Source: an optimization exercise on an open RTL-to-GDS flow (aim: small area, a short achievable clock period and few clock cycles per item). Production flows keep margins and buffers that such runs may drop. The RTL was checked by simulation tests, not by an equivalence proof against the original design. The flow treats the clock pin as an ideal source. Dropping or thinning the clock tree relies on that and would not hold on a real chip. Power and IR drop assume default switching activity.

job 6415:
Design cordic_sin_cos, start of the top module:
module cordic_sin_cos(
    input       wire        clk,
    input       wire        rst_n,
    input       wire        clk_vld,
    input       wire        soft_rst,
    input       wire        trig,
    output      reg         vld,
    input       wire  [9:0] a,
    output      reg  signed [12:0]  cosa3_latch,
    output      reg  signed [12:0]  sina3_latch
);
export LEC_CHECK = 0
export ABC_AREA = 1
export CAP_MARGIN = 20
export CORE_MARGIN = 2
export CORE_UTILIZATION = 20
export SETUP_SLACK_MARGIN = 1.5
export SLEW_MARGIN = 20
export SYNTH_MEMORY_MAX_BITS = 65536
create_clock -name core_clock -period 5.5 [get_ports {clk}]
standard.sh (not shown) runs the stock make flow with config.mk's settings and CLKGATE_MAP_FILE= SYNTH_SCRIPT=/design/flow/synth_recipe.tcl, a recipe that flattens the netlist after the stock synthesis.
==> flow/flow/run.sh <==
#!/bin/bash
# The standard layout (standard.sh) run with a copy of the ORFS scripts
# and these changes:
# - synthesis does not extract half/full adders into adder cells
#   (ADDER_MAP_FILE empty); ABC maps all the logic;
# - the port buffers are sky130_fd_sc_hd__buf_2 cells;
# - clock distribution: instead of an H-tree (two levels of clkbuf_16 for
#   12 registers), flow/clock_buffer.tcl inserts one clkbuf_8 at the
#   centroid of the registers, driving all their clock pins.
# make's output goes to make.log here; ORFS writes each step's log under
# orfs/logs/.
set -euo pipefail
W=$(pwd)
S="$W/scripts_own"
rm -rf "$S"
cp -r "$FLOW_HOME/scripts" "$S"
cp "$W/flow/clock_buffer.tcl" "$S/clock_buffer.tcl"
sed -i 's%^log_cmd clock_tree_synthesis {\*}$cts_args%source $::env(SCRIPTS_DIR)/clock_buffer.tcl%' "$S/cts.tcl"
grep -q "clock_buffer.tcl" "$S/cts.tcl"
EXTRA="SCRIPTS_DIR=$S ADDER_MAP_FILE= BUFFER_PORTS_ARGS='-buffer_cell sky130_fd_sc_hd__buf_2' CLOCK_BUFFER_CELL=sky130_fd_sc_hd__clkbuf_8 CLOCK_PORT=clk"
sed "s#CLKGATE_MAP_FILE= #CLKGATE_MAP_FILE= $EXTRA #" standard.sh > standard_own.sh
grep -q "SCRIPTS_DIR=$S" standard_own.sh
bash standard_own.sh > "$W/make.log" 2>&1
==> flow/flow/clock_buffer.tcl <==
# Clock distribution for a design with few registers: one clock buffer,
# placed at the centroid of the registers, drives every clock pin.
set block [ord::get_db_block]
set sx 0
set sy 0
set n 0
foreach inst [$block getInsts] {
  if { [[$inst getMaster] isSequential] } {
    set loc [$inst getLocation]
    set sx [expr { $sx + [lindex $loc 0] }]
    set sy [expr { $sy + [lindex $loc 1] }]
    incr n
  }
}
set dbu [$block getDbUnitsPerMicron]
set cx [expr { $sx / $n / double($dbu) }]
set cy [expr { $sy / $n / double($dbu) }]
puts "clock buffer at ($cx, $cy), driving $n registers"
log_cmd insert_buffer -buffer_cell $::env(CLOCK_BUFFER_CELL) -net $::env(CLOCK_PORT) \
  -location [list $cx $cy] -buffer_name clkbuf_root -net_name clknet_root
set_propagated_clock [all_clocks]
Testbench counts of job 6415, summed over its fixed seeds: cycles 3,200, items 3,200.
Here is what was changed in the inputs of job 4355 compared with job 6415.
- swapping 20 for 30 in CORE_UTILIZATION
- swapping 1.5 for 1.7 in SETUP_SLACK_MARGIN
diff --git a/flow/flow/run.sh b/flow/flow/run.sh
--- a/flow/flow/run.sh
+++ b/flow/flow/run.sh
@@ -6,0 +7,2 @@
+# - timing repair only removes buffers, sizes cells up and swaps pins
+#   (SETUP_MOVE_SEQUENCE), so it does not grow the design with buffers;
@@ -20 +22 @@
-EXTRA="SCRIPTS_DIR=$S ADDER_MAP_FILE= BUFFER_PORTS_ARGS='-buffer_cell sky130_fd_sc_hd__buf_2' CLOCK_BUFFER_CELL=sky130_fd_sc_hd__clkbuf_8 CLOCK_PORT=clk"
+EXTRA="SCRIPTS_DIR=$S ADDER_MAP_FILE= BUFFER_PORTS_ARGS='-buffer_cell sky130_fd_sc_hd__buf_2' CLOCK_BUFFER_CELL=sky130_fd_sc_hd__clkbuf_8 CLOCK_PORT=clk SETUP_MOVE_SEQUENCE=unbuffer,sizeup,swap"
==> run summary <==
Worst-case setup margin in the final layout was higher in the run labelled job 4355. Comparing job 6415 and job 4355, the higher fraction of standard cell area in multi-input logic is on job 4355. Measured against each other, job 6415 and job 4355 differ in die outline area, the higher figure coming from job 6415. Job 6415 ended up with sky130_fd_sc_hd__a31oi_1 as its cell with the biggest individual delay on the critical path; job 4355 ended up with sky130_fd_sc_hd__dfrtp_4. Final wirelength delta (job 4355 − job 6415): favourable.
Changes in job 2943 relative to job 4355:
- changing SETUP_SLACK_MARGIN from 1.7 to 1.5
diff --git a/flow/flow/run.sh b/flow/flow/run.sh
--- a/flow/flow/run.sh
+++ b/flow/flow/run.sh
@@ -3 +3 @@
-# and these changes:
+# and three changes:
@@ -7,2 +6,0 @@
-# - timing repair only removes buffers, sizes cells up and swaps pins
-#   (SETUP_MOVE_SEQUENCE), so it does not grow the design with buffers;
@@ -22 +20 @@
-EXTRA="SCRIPTS_DIR=$S ADDER_MAP_FILE= BUFFER_PORTS_ARGS='-buffer_cell sky130_fd_sc_hd__buf_2' CLOCK_BUFFER_CELL=sky130_fd_sc_hd__clkbuf_8 CLOCK_PORT=clk SETUP_MOVE_SEQUENCE=unbuffer,sizeup,swap"
+EXTRA="SCRIPTS_DIR=$S ADDER_MAP_FILE= BUFFER_PORTS_ARGS='-buffer_cell sky130_fd_sc_hd__buf_2' CLOCK_BUFFER_CELL=sky130_fd_sc_hd__clkbuf_8 CLOCK_PORT=clk"
--- outcome ---
Job 2943 | status: complete | timing, DRC, antenna: pass
In the flow results for job 4355 and job 2943, the instance count on the critical path is smaller on job 4355.
Run comparison: job 4355 worst setup path endpoint sina3_latch[4]; job 2943 worst setup path endpoint cosa3_latch[5]
Job 2943 against job 4355: maximum vdd ir drop now sits higher; cell area now sits lower; fraction of the cycle the final worst path needs now sits higher; switching component of the power now sits lower.
Summary of job 2943 over job 4355: via count now sits higher, global-route wire length before repair now sits at about the same level, minimum clock period now sits higher, clock group share of total power now sits higher.
Sort job 4355 and job 2943 by proportion of cell area occupied by multi-input gates asc -> top: job 2943
Setup slack in job 2943 is 64 ps below job 4355.
Relative to job 2943, the following input files were edited for job 3057:
- swapping 1.5 for 2.0 in SETUP_SLACK_MARGIN
diff --git a/flow/flow/run.sh b/flow/flow/run.sh
--- a/flow/flow/run.sh
+++ b/flow/flow/run.sh
@@ -3 +3 @@
-# and three changes:
+# and these changes:
@@ -6,0 +7,2 @@
+# - timing repair only removes buffers, sizes cells up and swaps pins
+#   (SETUP_MOVE_SEQUENCE), so it does not grow the design with buffers;
@@ -20 +22 @@
-EXTRA="SCRIPTS_DIR=$S ADDER_MAP_FILE= BUFFER_PORTS_ARGS='-buffer_cell sky130_fd_sc_hd__buf_2' CLOCK_BUFFER_CELL=sky130_fd_sc_hd__clkbuf_8 CLOCK_PORT=clk"
+EXTRA="SCRIPTS_DIR=$S ADDER_MAP_FILE= BUFFER_PORTS_ARGS='-buffer_cell sky130_fd_sc_hd__buf_2' CLOCK_BUFFER_CELL=sky130_fd_sc_hd__clkbuf_8 CLOCK_PORT=clk SETUP_MOVE_SEQUENCE=unbuffer,sizeup,swap"
[summary]
In summary, job 3057 completed successfully, with a layout that passed the timing, design-rule and antenna checks. Job 2943 completed; timing, DRC and antenna clean. Job 3057 reports a lower proportion of power drawn by the clock network than job 2943 does. Looking at global-route usage, job 3057 sits 0.16 points above job 2943. From job 3057 to job 2943, cell count after placement did not move at all. Cmp job 3057 and job 2943 / sequential power / lower: job 2943. Final area, job 3057 and job 2943: higher on job 3057. As far as met1 track demand over resource is concerned, job 2943 and job 3057 perform about the same. From job 2943 to job 3057 the numbers moved as follows: post-CTS setup buffer count shrank by 2, overall routed net length neither gained nor lost much, worst IR drop on VDD lost about 7%, starting density of the core level.
No run of this note takes its clock network from TritonCTS; it comes from the design's own scripts or RTL.

========
Another version of the RTL of cordic_sin_cos (not shown whole).
clock: 5.5 ns
lec_check: 0
cap_margin: 20
core_margin: 2
core_utilization: 30
slew_margin: 20
run.sh (not shown) runs the stock make flow with config.mk's settings and CLKGATE_MAP_FILE= SYNTH_SCRIPT=/design/flow/synth_recipe.tcl, a recipe that flattens the netlist after the stock synthesis.
Stock flow here: none of the scripts above is used.
The starting point aborted during synthesis (1_2_yosys).
Testbench counts at the start, summed over its fixed seeds: cycles 3,200, items 3,200.
Change:
--- a/flow/config.mk
+++ b/flow/config.mk
@@ -7,2 +7,3 @@
 export LEC_CHECK = 0
+export ABC_AREA = 1
 export CAP_MARGIN = 20
@@ -11 +12,2 @@
 export SLEW_MARGIN = 20
+export SYNTH_MEMORY_MAX_BITS = 65536
With this change the flow completed without violations.

========
RTL: one of the versions met above, not the one the previous note started from.
Size in the first run: about 970 cells after synthesis, roughly 42 I/O pins, about 4800 µm² of cells after synthesis.
==> flow/config.mk <==
export PLATFORM = sky130hd
export DESIGN_NAME = cordic_sin_cos
export DESIGN_NICKNAME = cordic_sin_cos
export VERILOG_FILES = /design/flow/design.v
export SDC_FILE = /design/flow/constraint.sdc
export NUM_CORES = 4
export LEC_CHECK = 0
export ABC_AREA = 1
export CAP_MARGIN = 20
export CORE_MARGIN = 2
export CORE_UTILIZATION = 40
export SETUP_SLACK_MARGIN = 1.5
export SLEW_MARGIN = 20
export SYNTH_MEMORY_MAX_BITS = 65536
==> flow/constraint.sdc <==
create_clock -name core_clock -period 5.5 [get_ports {clk}]
set_input_delay 1.1000 -clock core_clock [delete_from_list [all_inputs] [get_ports {clk}]]
set_output_delay 1.1000 -clock core_clock [all_outputs]
set_load 0.01 [all_outputs]
standard.sh (not shown) runs the stock make flow with config.mk's settings and CLKGATE_MAP_FILE= SYNTH_SCRIPT=/design/flow/synth_recipe.tcl, a recipe that flattens the netlist after the stock synthesis.
==> flow/flow/run.sh <==
#!/bin/bash
# The standard layout (standard.sh) run with a copy of the ORFS scripts
# and these changes:
# - synthesis does not extract half/full adders into adder cells
#   (ADDER_MAP_FILE empty); ABC maps all the logic;
# - the port buffers are sky130_fd_sc_hd__buf_2 cells;
# - clock distribution: instead of an H-tree (two levels of clkbuf_16 for
#   12 registers), flow/clock_buffer.tcl inserts one clkbuf_8 at the
#   centroid of the registers, driving all their clock pins.
# make's output goes to make.log here; ORFS writes each step's log under
# orfs/logs/.
set -euo pipefail
W=$(pwd)
S="$W/scripts_own"
rm -rf "$S"
cp -r "$FLOW_HOME/scripts" "$S"
cp "$W/flow/clock_buffer.tcl" "$S/clock_buffer.tcl"
sed -i 's%^log_cmd clock_tree_synthesis {\*}$cts_args%source $::env(SCRIPTS_DIR)/clock_buffer.tcl%' "$S/cts.tcl"
grep -q "clock_buffer.tcl" "$S/cts.tcl"
EXTRA="SCRIPTS_DIR=$S ADDER_MAP_FILE= BUFFER_PORTS_ARGS='-buffer_cell sky130_fd_sc_hd__buf_2' CLOCK_BUFFER_CELL=sky130_fd_sc_hd__clkbuf_8 CLOCK_PORT=clk"
sed "s#CLKGATE_MAP_FILE= #CLKGATE_MAP_FILE= $EXTRA #" standard.sh > standard_own.sh
grep -q "SCRIPTS_DIR=$S" standard_own.sh
bash standard_own.sh > "$W/make.log" 2>&1
Scripts as last shown in full above: flow/flow/clock_buffer.tcl
The baseline produced a clean layout.
Testbench counts at the start, summed over its fixed seeds: cycles 3,200, items 3,200.
Edit:
--- a/flow/config.mk
+++ b/flow/config.mk
@@ -9,6 +9,6 @@
 export CAP_MARGIN = 20
 export CORE_MARGIN = 2
-export CORE_UTILIZATION = 40
-export SETUP_SLACK_MARGIN = 1.5
+export CORE_UTILIZATION = 30
+export SETUP_SLACK_MARGIN = 1.7
 export SLEW_MARGIN = 20
 export SYNTH_MEMORY_MAX_BITS = 65536
Outcome: The changed run finished clean; cell area increases by 6.3%; global-route usage decreases by 8.9 points; total power increases by 3.1%; worst hold slack improved by 0.0050 ns; register-to-register slack got worse by 0.10 ns; fmax increases by 3.8%; sequential power hardly moves.
Edit:
--- a/flow/flow/run.sh
+++ b/flow/flow/run.sh
@@ -1,5 +1,5 @@
 #!/bin/bash
 # The standard layout (standard.sh) run with a copy of the ORFS scripts
-# and these changes:
+# and three changes:
 # - synthesis does not extract half/full adders into adder cells
 #   (ADDER_MAP_FILE empty); ABC maps all the logic;
--- a/flow/config.mk
+++ b/flow/config.mk
@@ -10,5 +10,5 @@
 export CORE_MARGIN = 2
 export CORE_UTILIZATION = 30
-export SETUP_SLACK_MARGIN = 1.7
-export SLEW_MARGIN = 20
+export SETUP_SLACK_MARGIN = 1.5
+export SLEW_MARGIN = 70
 export SYNTH_MEMORY_MAX_BITS = 65536
Effect:
- routed wire length went down by 1.0%
- first-iteration DRC count went down by 7.1%
- final area went down by 5.3%
Edit:
==> flow/flow/run.sh (replaced) <==
#!/bin/bash
# The standard layout (standard.sh), with a copy of the ORFS scripts that
# differs in three ways:
# - synthesis: ABC maps the logic with flow/abc.script (ORFS's area script
#   without the delay-driven re-buffering settings changed), and half/full
#   adders are not extracted into adder cells (ADDER_MAP_FILE empty);
# - the port buffers are sky130_fd_sc_hd__buf_2 cells;
# - clock distribution: instead of an H-tree (two levels of clkbuf_16 for
#   12 registers), flow/clock_buffer.tcl inserts one clkbuf_8 at the
#   centroid of the registers, driving all their clock pins.
# Each tool's output goes to a log of its own (make.log here, and ORFS's
# per-step logs under orfs/logs/).
set -euo pipefail
W=$(pwd)
S="$W/scripts_own"
rm -rf "$S"
cp -r "$FLOW_HOME/scripts" "$S"
cp "$W/flow/abc.script" "$S/abc_area.script"
cp "$W/flow/clock_buffer.tcl" "$S/clock_buffer.tcl"
sed -i 's%^log_cmd clock_tree_synthesis {\*}$cts_args%source $::env(SCRIPTS_DIR)/clock_buffer.tcl%' "$S/cts.tcl"
grep -q "clock_buffer.tcl" "$S/cts.tcl"
EXTRA="SCRIPTS_DIR=$S ADDER_MAP_FILE= BUFFER_PORTS_ARGS='-buffer_cell sky130_fd_sc_hd__buf_2' CLOCK_BUFFER_CELL=sky130_fd_sc_hd__clkbuf_8 CLOCK_PORT=clk"
sed "s#CLKGATE_MAP_FILE= #CLKGATE_MAP_FILE= $EXTRA #" standard.sh > standard_own.sh
grep -q "SCRIPTS_DIR=$S" standard_own.sh
bash standard_own.sh > "$W/make.log" 2>&1
==> flow/flow/abc.script (new file) <==
strash
dch
map -B 0.9
topo
stime -c
buffer -c
upsize -c
dnsize -c
--- a/flow/config.mk
+++ b/flow/config.mk
@@ -11,4 +11,4 @@
 export CORE_UTILIZATION = 30
 export SETUP_SLACK_MARGIN = 1.5
-export SLEW_MARGIN = 70
+export SLEW_MARGIN = 20
 export SYNTH_MEMORY_MAX_BITS = 65536
What happened:
- routed wire length barely changes
- maximum frequency went down by 0.42%
- via count barely changes
- first-iteration DRC count went down by 1.1%
- cell count stays flat
- power stays flat
- clock skew is unchanged
- area after synthesis stays the same
- flip-flop and latch count stays the same
- global-route usage stays flat
- die area does not change
Edit:
==> flow/flow/run.sh (replaced) <==
#!/bin/bash
# The standard layout (standard.sh) run with a copy of the ORFS scripts
# and these changes:
# - synthesis does not extract half/full adders into adder cells
#   (ADDER_MAP_FILE empty); ABC maps all the logic;
# - the port buffers are sky130_fd_sc_hd__buf_2 cells;
# - clock distribution: instead of an H-tree (two levels of clkbuf_16 for
#   12 registers), flow/clock_buffer.tcl inserts one clkbuf_8 at the
#   centroid of the registers, driving all their clock pins.
# make's output goes to make.log here; ORFS writes each step's log under
# orfs/logs/.
set -euo pipefail
W=$(pwd)
S="$W/scripts_own"
rm -rf "$S"
cp -r "$FLOW_HOME/scripts" "$S"
cp "$W/flow/clock_buffer.tcl" "$S/clock_buffer.tcl"
sed -i 's%^log_cmd clock_tree_synthesis {\*}$cts_args%source $::env(SCRIPTS_DIR)/clock_buffer.tcl%' "$S/cts.tcl"
grep -q "clock_buffer.tcl" "$S/cts.tcl"
EXTRA="SCRIPTS_DIR=$S ADDER_MAP_FILE= BUFFER_PORTS_ARGS='-buffer_cell sky130_fd_sc_hd__buf_2' CLOCK_BUFFER_CELL=sky130_fd_sc_hd__clkbuf_8 CLOCK_PORT=clk"
sed "s#CLKGATE_MAP_FILE= #CLKGATE_MAP_FILE= $EXTRA #" standard.sh > standard_own.sh
grep -q "SCRIPTS_DIR=$S" standard_own.sh
bash standard_own.sh > "$W/make.log" 2>&1
--- a/flow/config.mk
+++ b/flow/config.mk
@@ -10,5 +10,5 @@
 export CORE_MARGIN = 2
 export CORE_UTILIZATION = 30
-export SETUP_SLACK_MARGIN = 1.5
+export SETUP_SLACK_MARGIN = 1.3
 export SLEW_MARGIN = 20
 export SYNTH_MEMORY_MAX_BITS = 65536
removed: flow/flow/abc.script
Via count stays flat.
Total power went down by 1.4%.
Utilization went down by 0.59 points.
First-iteration DRC count barely changes.
Edit:
--- a/flow/flow/run.sh
+++ b/flow/flow/run.sh
@@ -5,4 +5,6 @@
 #   (ADDER_MAP_FILE empty); ABC maps all the logic;
 # - the port buffers are sky130_fd_sc_hd__buf_2 cells;
+# - wire parasitics are estimated 25% higher (flow/setRC_own.tcl) while
+#   the layout is repaired;
 # - clock distribution: instead of an H-tree (two levels of clkbuf_16 for
 #   12 registers), flow/clock_buffer.tcl inserts one clkbuf_8 at the
@@ -18,4 +20,7 @@
 sed -i 's%^log_cmd clock_tree_synthesis {\*}$cts_args%source $::env(SCRIPTS_DIR)/clock_buffer.tcl%' "$S/cts.tcl"
 grep -q "clock_buffer.tcl" "$S/cts.tcl"
+cp "$W/flow/setRC_own.tcl" "$S/setRC_own.tcl"
+sed -i 's%$::env(PLATFORM_DIR)/setRC.tcl%$::env(SCRIPTS_DIR)/setRC_own.tcl%' "$S/load.tcl" "$S/detail_place.tcl"
+grep -q "setRC_own.tcl" "$S/load.tcl"
 EXTRA="SCRIPTS_DIR=$S ADDER_MAP_FILE= BUFFER_PORTS_ARGS='-buffer_cell sky130_fd_sc_hd__buf_2' CLOCK_BUFFER_CELL=sky130_fd_sc_hd__clkbuf_8 CLOCK_PORT=clk"
 sed "s#CLKGATE_MAP_FILE= #CLKGATE_MAP_FILE= $EXTRA #" standard.sh > standard_own.sh
==> flow/flow/setRC_own.tcl (new file) <==
# sky130hd setRC.tcl with wire capacitance and resistance raised by 25%,
# so that repair sees the delays the routed layout shows.
# correlateRC.py gcd,ibex,aes,jpeg,chameleon,riscv32i,chameleon_hier
# cap units pf/um
set_layer_rc -layer li1 -capacitance 1.873750e-04 -resistance 8.970000e-02
set_layer_rc -layer met1 -capacitance 2.154688e-04 -resistance 1.116125e-03
set_layer_rc -layer met2 -capacitance 1.702913e-04 -resistance 1.116125e-03
set_layer_rc -layer met3 -capacitance 2.687025e-04 -resistance 1.958750e-04
set_layer_rc -layer met4 -capacitance 1.851600e-04 -resistance 1.958750e-04
set_layer_rc -layer met5 -capacitance 1.926087e-04 -resistance 2.226250e-05
# end correlate

set_layer_rc -via mcon -resistance 9.249146E-3
set_layer_rc -via via -resistance 4.5E-3
set_layer_rc -via via2 -resistance 3.368786E-3
set_layer_rc -via via3 -resistance 0.376635E-3
set_layer_rc -via via4 -resistance 0.00580E-3

set_wire_rc -signal -layer met1
set_wire_rc -clock -layer met3
Synthesized cell count stays the same.
Routed wire length went up by 9.0%.
Combinational power climbs by 7.4%.
Final cell count went up by 2.2%.
Design area is higher by 6.6%.
Core utilization increases by 2.2 points.
Die area does not change.
Via count rises by 2.9%.
No run of this note takes its clock network from TritonCTS; it comes from the design's own scripts or RTL.

==> what the ideal ports hide <==
The flow's constraints put no driver on any port. The routed layouts listed below were extracted and timed again, unchanged, in two steps.
Step 1 sets driving cells, clkbuf_16 on the clock port and buf_2 on the other inputs (assumed; they add their load-dependent delay and slew).
Step 2 also shifts input and output timing later by t, the mid clock arrival at the registers, as if the neighbouring blocks saw the same clock.
Three values: no drivers, after step 1, after step 2; two values: the first two.
run	t (ns)	setup WS [ns]	hold WS [ns]	worst slew at a driven data input, ns	pins driven straight from the clock port
job 6415	0.167	1.499 / 1.476 / 1.643	0.489 / 0.489 / 0.489	0.04	1
job 4355	0.162	1.648 / 1.626 / 1.787	0.489 / 0.489 / 0.489	0.03	1
job 2943	0.161	1.584 / 1.562 / 1.723	0.489 / 0.489 / 0.489	0.03	1
job 3057	0.162	1.670 / 1.648 / 1.809	0.489 / 0.489 / 0.489	0.03	1
the second run of note 2	0.263	0.202 / 0.177 / 0.440	0.544 / 0.544 / 0.544	0.03	1
the first run of note 3	0.162	1.581 / 1.558 / 1.719	0.484 / 0.484 / 0.484	0.03	1
the second run of note 3	0.162	1.724 / 1.702 / 1.863	0.489 / 0.489 / 0.489	0.03	1
the third run of note 3	0.161	1.601 / 1.579 / 1.740	0.487 / 0.487 / 0.487	0.03	1
the fourth run of note 3	0.161	1.584 / 1.562 / 1.723	0.489 / 0.489 / 0.489	0.03	1
the fifth run of note 3	0.162	1.380 / 1.358 / 1.520	0.489 / 0.489 / 0.489	0.03	1
the sixth run of note 3	0.169	1.514 / 1.491 / 1.659	0.489 / 0.489 / 0.489	0.03	1
After both steps every run listed still meets setup and hold.
